What follows belongs to an exercise in optimizing a design on an open flow for small area; a production flow would make more cautious choices.

==> inputs of 02-15 <==
==> flow/design.v <==
module testpc(
	clock,   
	reset,   
	pc,   
	instruction,   
	mem_data,   
	mem_addr,   
	mem_wdata,   
	mwrite_enable,
	mread_enable,
	regwrite_enable,   
	write_addr,   
	reg_write_data   
	);
	input clock, reset;
	input [15:0] instruction, mem_data;
	output [15:0] pc, mem_addr, mem_wdata;
	output [15:0] reg_write_data;
	output mwrite_enable, mread_enable, regwrite_enable;
	output [2:0] write_addr;
	reg [15:0] pc;
	wire [2:0] op = instruction[15:13];
	wire [2:0] rs = instruction[12:10];
	wire [2:0] rt = instruction[9:7];
	wire [2:0] rd = instruction[6:4];
	wire [3:0] fn = instruction[3:0];
	wire [6:0] imm = instruction[6:0];
	wire is_r    = (op == 3'b001);
	wire r_ok    = is_r & ~fn[3] & ~fn[2] & ~(fn[1] & fn[0]);
	wire is_addi = (op == 3'b011);
	wire is_ld   = (op == 3'b100);
	wire is_st   = (op == 3'b101);
	wire is_beq  = (op == 3'b110);
	wire is_jmp  = (op == 3'b111);
	assign regwrite_enable = r_ok | is_addi | is_ld;
	assign mread_enable = is_ld;
	assign mwrite_enable = is_st;
	assign write_addr = (op[2] | op[1]) ? rt : rd;
	reg [15:0] rf [0:7];
	reg [15:0] ra, rb;
	integer k;
	always @(*) begin
		ra = 16'b0;
		rb = 16'b0;
		for (k = 0; k < 8; k = k + 1) begin
			ra = ra | (rf[k] & {16{rs == k && valid[k]}});
			rb = rb | (rf[k] & {16{rt == k && valid[k]}});
		end
	end
	wire imm_sel = op[2] ^ op[1];                
	wire inv = is_beq | (is_r & fn[1]);          
	wire sel_and = ~op[2] & ~op[1] & fn[0];      
	wire s_imm = imm_sel;
	wire s_rb = ~imm_sel & ~sel_and;
	wire [15:0] opb = ({16{s_imm}} & {{9{imm[6]}}, imm}) | ({16{s_rb}} & rb);
	wire [15:0] opa = (ra & (rb | {16{~sel_and}})) ^ {16{inv}};
	wire [15:0] sum;
	wire [16:0] cy;
	assign cy[0] = 1'b0;
	genvar g;
	generate
		for (g = 0; g < 16; g = g + 1) begin : alu_add
			assign sum[g] = opa[g] ^ opb[g] ^ cy[g];
			assign cy[g+1] = (opa[g] & opb[g]) | (cy[g] & (opa[g] ^ opb[g]));
		end
	endgenerate
	wire eq = &sum;
	assign mem_addr = sum;
	assign mem_wdata = rb;
	assign reg_write_data = is_ld ? mem_data : sum;
	reg [7:0] valid;
	always @(posedge clock) begin
		if (regwrite_enable)
			rf[write_addr] <= reg_write_data;
	end
	always @(posedge clock or negedge reset) begin
		if (reset == 1'b0)
			valid <= 8'b0;
		else if (regwrite_enable)
			valid[write_addr] <= 1'b1;
	end
	wire taken = is_beq & eq;
	wire [6:0] pinc = taken ? imm : 7'd1;
	wire [15:0] pc_add;
	wire [16:0] pcy;
	assign pcy[0] = 1'b0;
	generate
		for (g = 0; g < 16; g = g + 1) begin : pc_add_bit
			if (g < 7) begin : fa
				assign pc_add[g] = pc[g] ^ pinc[g] ^ pcy[g];
				assign pcy[g+1] = (pc[g] & pinc[g]) | (pcy[g] & (pc[g] ^ pinc[g]));
			end else begin : ha
				assign pc_add[g] = pc[g] ^ pcy[g];
				assign pcy[g+1] = pc[g] & pcy[g];
			end
		end
	endgenerate
	always @(posedge clock or negedge reset) begin
		if (reset == 1'b0)
			pc <= 16'b0;
		else if (is_jmp)
			pc <= {3'b0, instruction[12:0]};
		else
			pc <= pc_add;
	end
endmodule
==> flow/flow/run.sh <==
#!/bin/bash
set -uo pipefail
bash standard.sh \
  BUFFER_PORTS_ARGS="-buffer_cell sky130_fd_sc_hd__buf_1" \
  CTS_ARGS="-sink_clustering_enable -repair_clock_nets -dont_use_dummy_load" \
  finish > standard.log 2>&1
==> flow/standard.sh <==
#!/bin/bash
# synth_recipe.tcl (not shown) runs the flow's synth.tcl, then flattens the netlist and writes it again
# the make line also repeats each setting of config.mk as NAME=value (left out here)
make -C /OpenROAD-flow-scripts/flow DESIGN_CONFIG=/design/flow/config.mk WORK_HOME=/design/flow/orfs CLKGATE_MAP_FILE= SYNTH_SCRIPT=/design/flow/synth_recipe.tcl "${@:-finish}"
==> flow/config.mk <==
export PLATFORM = sky130hd
export DESIGN_NAME = testpc
export DESIGN_NICKNAME = testpc
export VERILOG_FILES = /design/flow/design.v
export SDC_FILE = /design/flow/constraint.sdc
export NUM_CORES = 4
export LEC_CHECK = 0
export CAP_MARGIN = 20
export CORE_MARGIN = 2
export CORE_UTILIZATION = 70
export SLEW_MARGIN = 20
==> flow/constraint.sdc <==
create_clock -name core_clock -period 16.0 [get_ports {clock}]
set_input_delay 3.2000 -clock core_clock [delete_from_list [all_inputs] [get_ports {clock}]]
set_output_delay 3.2000 -clock core_clock [all_outputs]
set_load 0.01 [all_outputs]
==> 05-26: changes against 02-15 <==
==> flow/design.v (replaced) <==
module tp_ao22 (a, b, c, d, y);
	input a, b, c, d;
	output y;
	assign y = (a & b) | (c & d);
endmodule
module tp_aoi222 (a, b, c, d, e, f, y);
	input a, b, c, d, e, f;
	output y;
	assign y = ~((a & b) | (c & d) | (e & f));
endmodule
module tp_aoi22 (a, b, c, d, y);
	input a, b, c, d;
	output y;
	assign y = ~((a & b) | (c & d));
endmodule
module tp_rport (sel, r0, r1, r2, r3, r4, r5, r6, r7, q);
	input [7:0] sel;
	input [15:0] r0, r1, r2, r3, r4, r5, r6, r7;
	output [15:0] q;
	genvar i;
	generate
		for (i = 0; i < 16; i = i + 1) begin : b
			wire n0, n1, n2;
			tp_aoi222 u0 (.a(sel[0]), .b(r0[i]), .c(sel[1]), .d(r1[i]), .e(sel[2]), .f(r2[i]), .y(n0));
			tp_aoi222 u1 (.a(sel[3]), .b(r3[i]), .c(sel[4]), .d(r4[i]), .e(sel[5]), .f(r5[i]), .y(n1));
			tp_aoi22  u2 (.a(sel[6]), .b(r6[i]), .c(sel[7]), .d(r7[i]), .y(n2));
			assign q[i] = ~(n0 & n1 & n2);
		end
	endgenerate
endmodule
module testpc(
	clock,   
	reset,   
	pc,   
	instruction,   
	mem_data,   
	mem_addr,   
	mem_wdata,   
	mwrite_enable,
	mread_enable,
	regwrite_enable,   
	write_addr,   
	reg_write_data   
	);
	input clock, reset;
	input [15:0] instruction, mem_data;
	output [15:0] pc, mem_addr, mem_wdata;
	output [15:0] reg_write_data;
	output mwrite_enable, mread_enable, regwrite_enable;
	output [2:0] write_addr;
	reg [15:0] pc;
	wire [2:0] op = instruction[15:13];
	wire [2:0] rs = instruction[12:10];
	wire [2:0] rt = instruction[9:7];
	wire [2:0] rd = instruction[6:4];
	wire [3:0] fn = instruction[3:0];
	wire [6:0] imm = instruction[6:0];
	wire is_r    = (op == 3'b001);
	wire r_ok    = is_r & ~fn[3] & ~fn[2] & ~(fn[1] & fn[0]);
	wire is_addi = (op == 3'b011);
	wire is_ld   = (op == 3'b100);
	wire is_st   = (op == 3'b101);
	wire is_beq  = (op == 3'b110);
	wire is_jmp  = (op == 3'b111);
	assign regwrite_enable = r_ok | is_addi | is_ld;
	assign mread_enable = is_ld;
	assign mwrite_enable = is_st;
	assign write_addr = (op[2] | op[1]) ? rt : rd;
	reg [15:0] rf0, rf1, rf2, rf3, rf4, rf5, rf6, rf7;
	reg [7:0] valid;
	wire [7:0] we, hold, sel_a, sel_b;
	wire [15:0] ra, rb;
	genvar r, i;
	generate
		for (r = 0; r < 8; r = r + 1) begin : dec
			assign we[r] = regwrite_enable & (write_addr == r);
			assign hold[r] = ~we[r];
			assign sel_a[r] = valid[r] & (rs == r);
			assign sel_b[r] = valid[r] & (rt == r);
		end
	endgenerate
	tp_rport port_a (.sel(sel_a), .r0(rf0), .r1(rf1), .r2(rf2), .r3(rf3),
		.r4(rf4), .r5(rf5), .r6(rf6), .r7(rf7), .q(ra));
	tp_rport port_b (.sel(sel_b), .r0(rf0), .r1(rf1), .r2(rf2), .r3(rf3),
		.r4(rf4), .r5(rf5), .r6(rf6), .r7(rf7), .q(rb));
	wire imm_sel = op[2] ^ op[1];                
	wire inv = ~op[2] & ~op[1] & fn[1];          
	wire sel_and = ~op[2] & ~op[1] & fn[0];      
	wire s_imm = imm_sel;
	wire s_rb = ~imm_sel & ~sel_and;
	wire [15:0] immx = {{9{imm[6]}}, imm};
	wire [15:0] opa, opb, sum;
	wire [16:0] cy;
	assign cy[0] = 1'b0;
	generate
		for (i = 0; i < 16; i = i + 1) begin : alu
			tp_ao22 u_opb (.a(s_imm), .b(immx[i]), .c(s_rb), .d(rb[i]), .y(opb[i]));
			assign opa[i] = (ra[i] & (rb[i] | ~sel_and)) ^ inv;
			assign sum[i] = opa[i] ^ opb[i] ^ cy[i];
			assign cy[i+1] = (opa[i] & opb[i]) | (cy[i] & (opa[i] ^ opb[i]));
		end
	endgenerate
	wire eq = (ra == rb);
	wire not_ld = ~is_ld;
	assign mem_addr = sum;
	assign mem_wdata = rb;
	generate
		for (i = 0; i < 16; i = i + 1) begin : wb
			tp_ao22 u_wd (.a(is_ld), .b(mem_data[i]), .c(not_ld), .d(sum[i]), .y(reg_write_data[i]));
		end
	endgenerate
	wire [15:0] n0, n1, n2, n3, n4, n5, n6, n7;
	generate
		for (i = 0; i < 16; i = i + 1) begin : wr
			tp_ao22 w0 (.a(we[0]), .b(reg_write_data[i]), .c(hold[0]), .d(rf0[i]), .y(n0[i]));
			tp_ao22 w1 (.a(we[1]), .b(reg_write_data[i]), .c(hold[1]), .d(rf1[i]), .y(n1[i]));
			tp_ao22 w2 (.a(we[2]), .b(reg_write_data[i]), .c(hold[2]), .d(rf2[i]), .y(n2[i]));
			tp_ao22 w3 (.a(we[3]), .b(reg_write_data[i]), .c(hold[3]), .d(rf3[i]), .y(n3[i]));
			tp_ao22 w4 (.a(we[4]), .b(reg_write_data[i]), .c(hold[4]), .d(rf4[i]), .y(n4[i]));
			tp_ao22 w5 (.a(we[5]), .b(reg_write_data[i]), .c(hold[5]), .d(rf5[i]), .y(n5[i]));
			tp_ao22 w6 (.a(we[6]), .b(reg_write_data[i]), .c(hold[6]), .d(rf6[i]), .y(n6[i]));
			tp_ao22 w7 (.a(we[7]), .b(reg_write_data[i]), .c(hold[7]), .d(rf7[i]), .y(n7[i]));
		end
	endgenerate
	always @(posedge clock) begin
		rf0 <= n0; rf1 <= n1; rf2 <= n2; rf3 <= n3;
		rf4 <= n4; rf5 <= n5; rf6 <= n6; rf7 <= n7;
	end
	always @(posedge clock or negedge reset) begin
		if (reset == 1'b0)
			valid <= 8'b0;
		else
			valid <= valid | we;
	end
	wire taken = is_beq & eq;
	wire [6:0] pinc = taken ? imm : 7'd1;
	wire [15:0] pc_add;
	wire [16:0] pcy;
	assign pcy[0] = 1'b0;
	generate
		for (i = 0; i < 16; i = i + 1) begin : pc_add_bit
			if (i < 7) begin : fa
				assign pc_add[i] = pc[i] ^ pinc[i] ^ pcy[i];
				assign pcy[i+1] = (pc[i] & pinc[i]) | (pcy[i] & (pc[i] ^ pinc[i]));
			end else begin : ha
				assign pc_add[i] = pc[i] ^ pcy[i];
				assign pcy[i+1] = pc[i] & pcy[i];
			end
		end
	endgenerate
	always @(posedge clock or negedge reset) begin
		if (reset == 1'b0)
			pc <= 16'b0;
		else if (is_jmp)
			pc <= {3'b0, instruction[12:0]};
		else
			pc <= pc_add;
	end
endmodule
==> flow/flow/run.sh (replaced) <==
#!/bin/bash
set -uo pipefail
bash standard.sh \
  BUFFER_PORTS_ARGS="-buffer_cell sky130_fd_sc_hd__buf_1" \
  CTS_ARGS="-sink_clustering_enable -repair_clock_nets -dont_use_dummy_load -buf_list sky130_fd_sc_hd__clkbuf_4 -root_buf sky130_fd_sc_hd__clkbuf_4" \
  RECOVER_POWER=100 \
  finish > standard.log 2>&1
--- a/flow/config.mk
+++ b/flow/config.mk
@@ -10,2 +10,3 @@
 export CORE_UTILIZATION = 70
 export SLEW_MARGIN = 20
+export SYNTH_HIERARCHICAL = 1
==> 06-09: changes against 02-15 <==
==> flow/run.sh (new file) <==
#!/bin/bash
# synth_recipe.tcl (not shown) runs the flow's synth.tcl, then flattens the netlist and writes it again
# the make line also repeats each setting of config.mk as NAME=value (left out here)
make -C /OpenROAD-flow-scripts/flow DESIGN_CONFIG=/design/flow/config.mk WORK_HOME=/design/flow/orfs CLKGATE_MAP_FILE= SYNTH_SCRIPT=/design/flow/synth_recipe.tcl finish
removed: flow/flow/run.sh
removed: flow/standard.sh
==> impl_metrics.tcl <==
set metrics [dict create \
    synthAdderAreaFrac_pct 7.089 \
    insertion_delay_ns 0.56 \
    r2r_end "rf3[15]" \
    avgRoutedWirePerCell_um 28.29 \
    multi_input_area_share_pct 50.66 \
    n_all_inverters 42 \
    crit_path_end "reg_write_data[15]" \
    status "timing/DRC/antenna clean" \
]
(the above is from 05-26)
==> impl_metrics.tcl <==
set metrics [dict create \
    r2r_end "pc[15]" \
    avgRoutedWirePerCell_um 28.28 \
    crit_path_end "pc[15]" \
    insertion_delay_ns 0.55 \
    status "timing/DRC/antenna clean" \
    synthAdderAreaFrac_pct 7.653 \
    synth-seq-cells 152 \
    multi_input_area_share_pct 33.31 \
    n_all_inverters 32 \
    crit_start "instruction[12]" \
]
(the above is from 02-15)
==> impl_metrics.tcl <==
set metrics [dict create \
    status "timing/DRC/antenna clean" \
    r2r_end "pc[15]" \
    avgRoutedWirePerCell_um 32.06 \
    n_all_inverters 32 \
    multi_input_area_share_pct 30.32 \
]
(the above is from 06-09)
No functional check of the RTL was part of any run of this note.

[port drivers added, routing unchanged]
No port has a modelled driver above. Below, the same layouts with a new extraction and two added sets of constraints.
Step 1, drivers: a clkbuf_16 drives clock and a buf_2 each remaining input, both assumed.
Step 2 adds t to the input delays and takes it off the output delays; t is the mean of the earliest and latest rising clock arrival at the registers after step 1. Input paths then give back, and output paths get back, about the clock's delay inside the block.
a / b / c = no drivers / after step 1 / after step 2; a / b = the first two.
run | shift t [ns] | setup WS [ns] | worst setup path after step 2 | latest minus earliest clock arrival (ns) | pins driven straight from the clock port
02-15 | 0.573 | 0.448 / 0.447 / -0.126 | input to register | 0.021 / 0.021 | 1
05-26 | 0.579 | 0.852 / 0.829 / 0.829 | input to output | 0.029 / 0.029 | 1
06-09 | 0.598 | 0.449 / 0.432 / -0.134 | input to register | 0.017 / 0.018 | 1
Met with ideal ports but missed after step 2: setup timing in 02-15 and 06-09. The setup slack of 06-09, which loses most, moves by -0.017 ns with the drivers and by -0.583 ns with both steps.
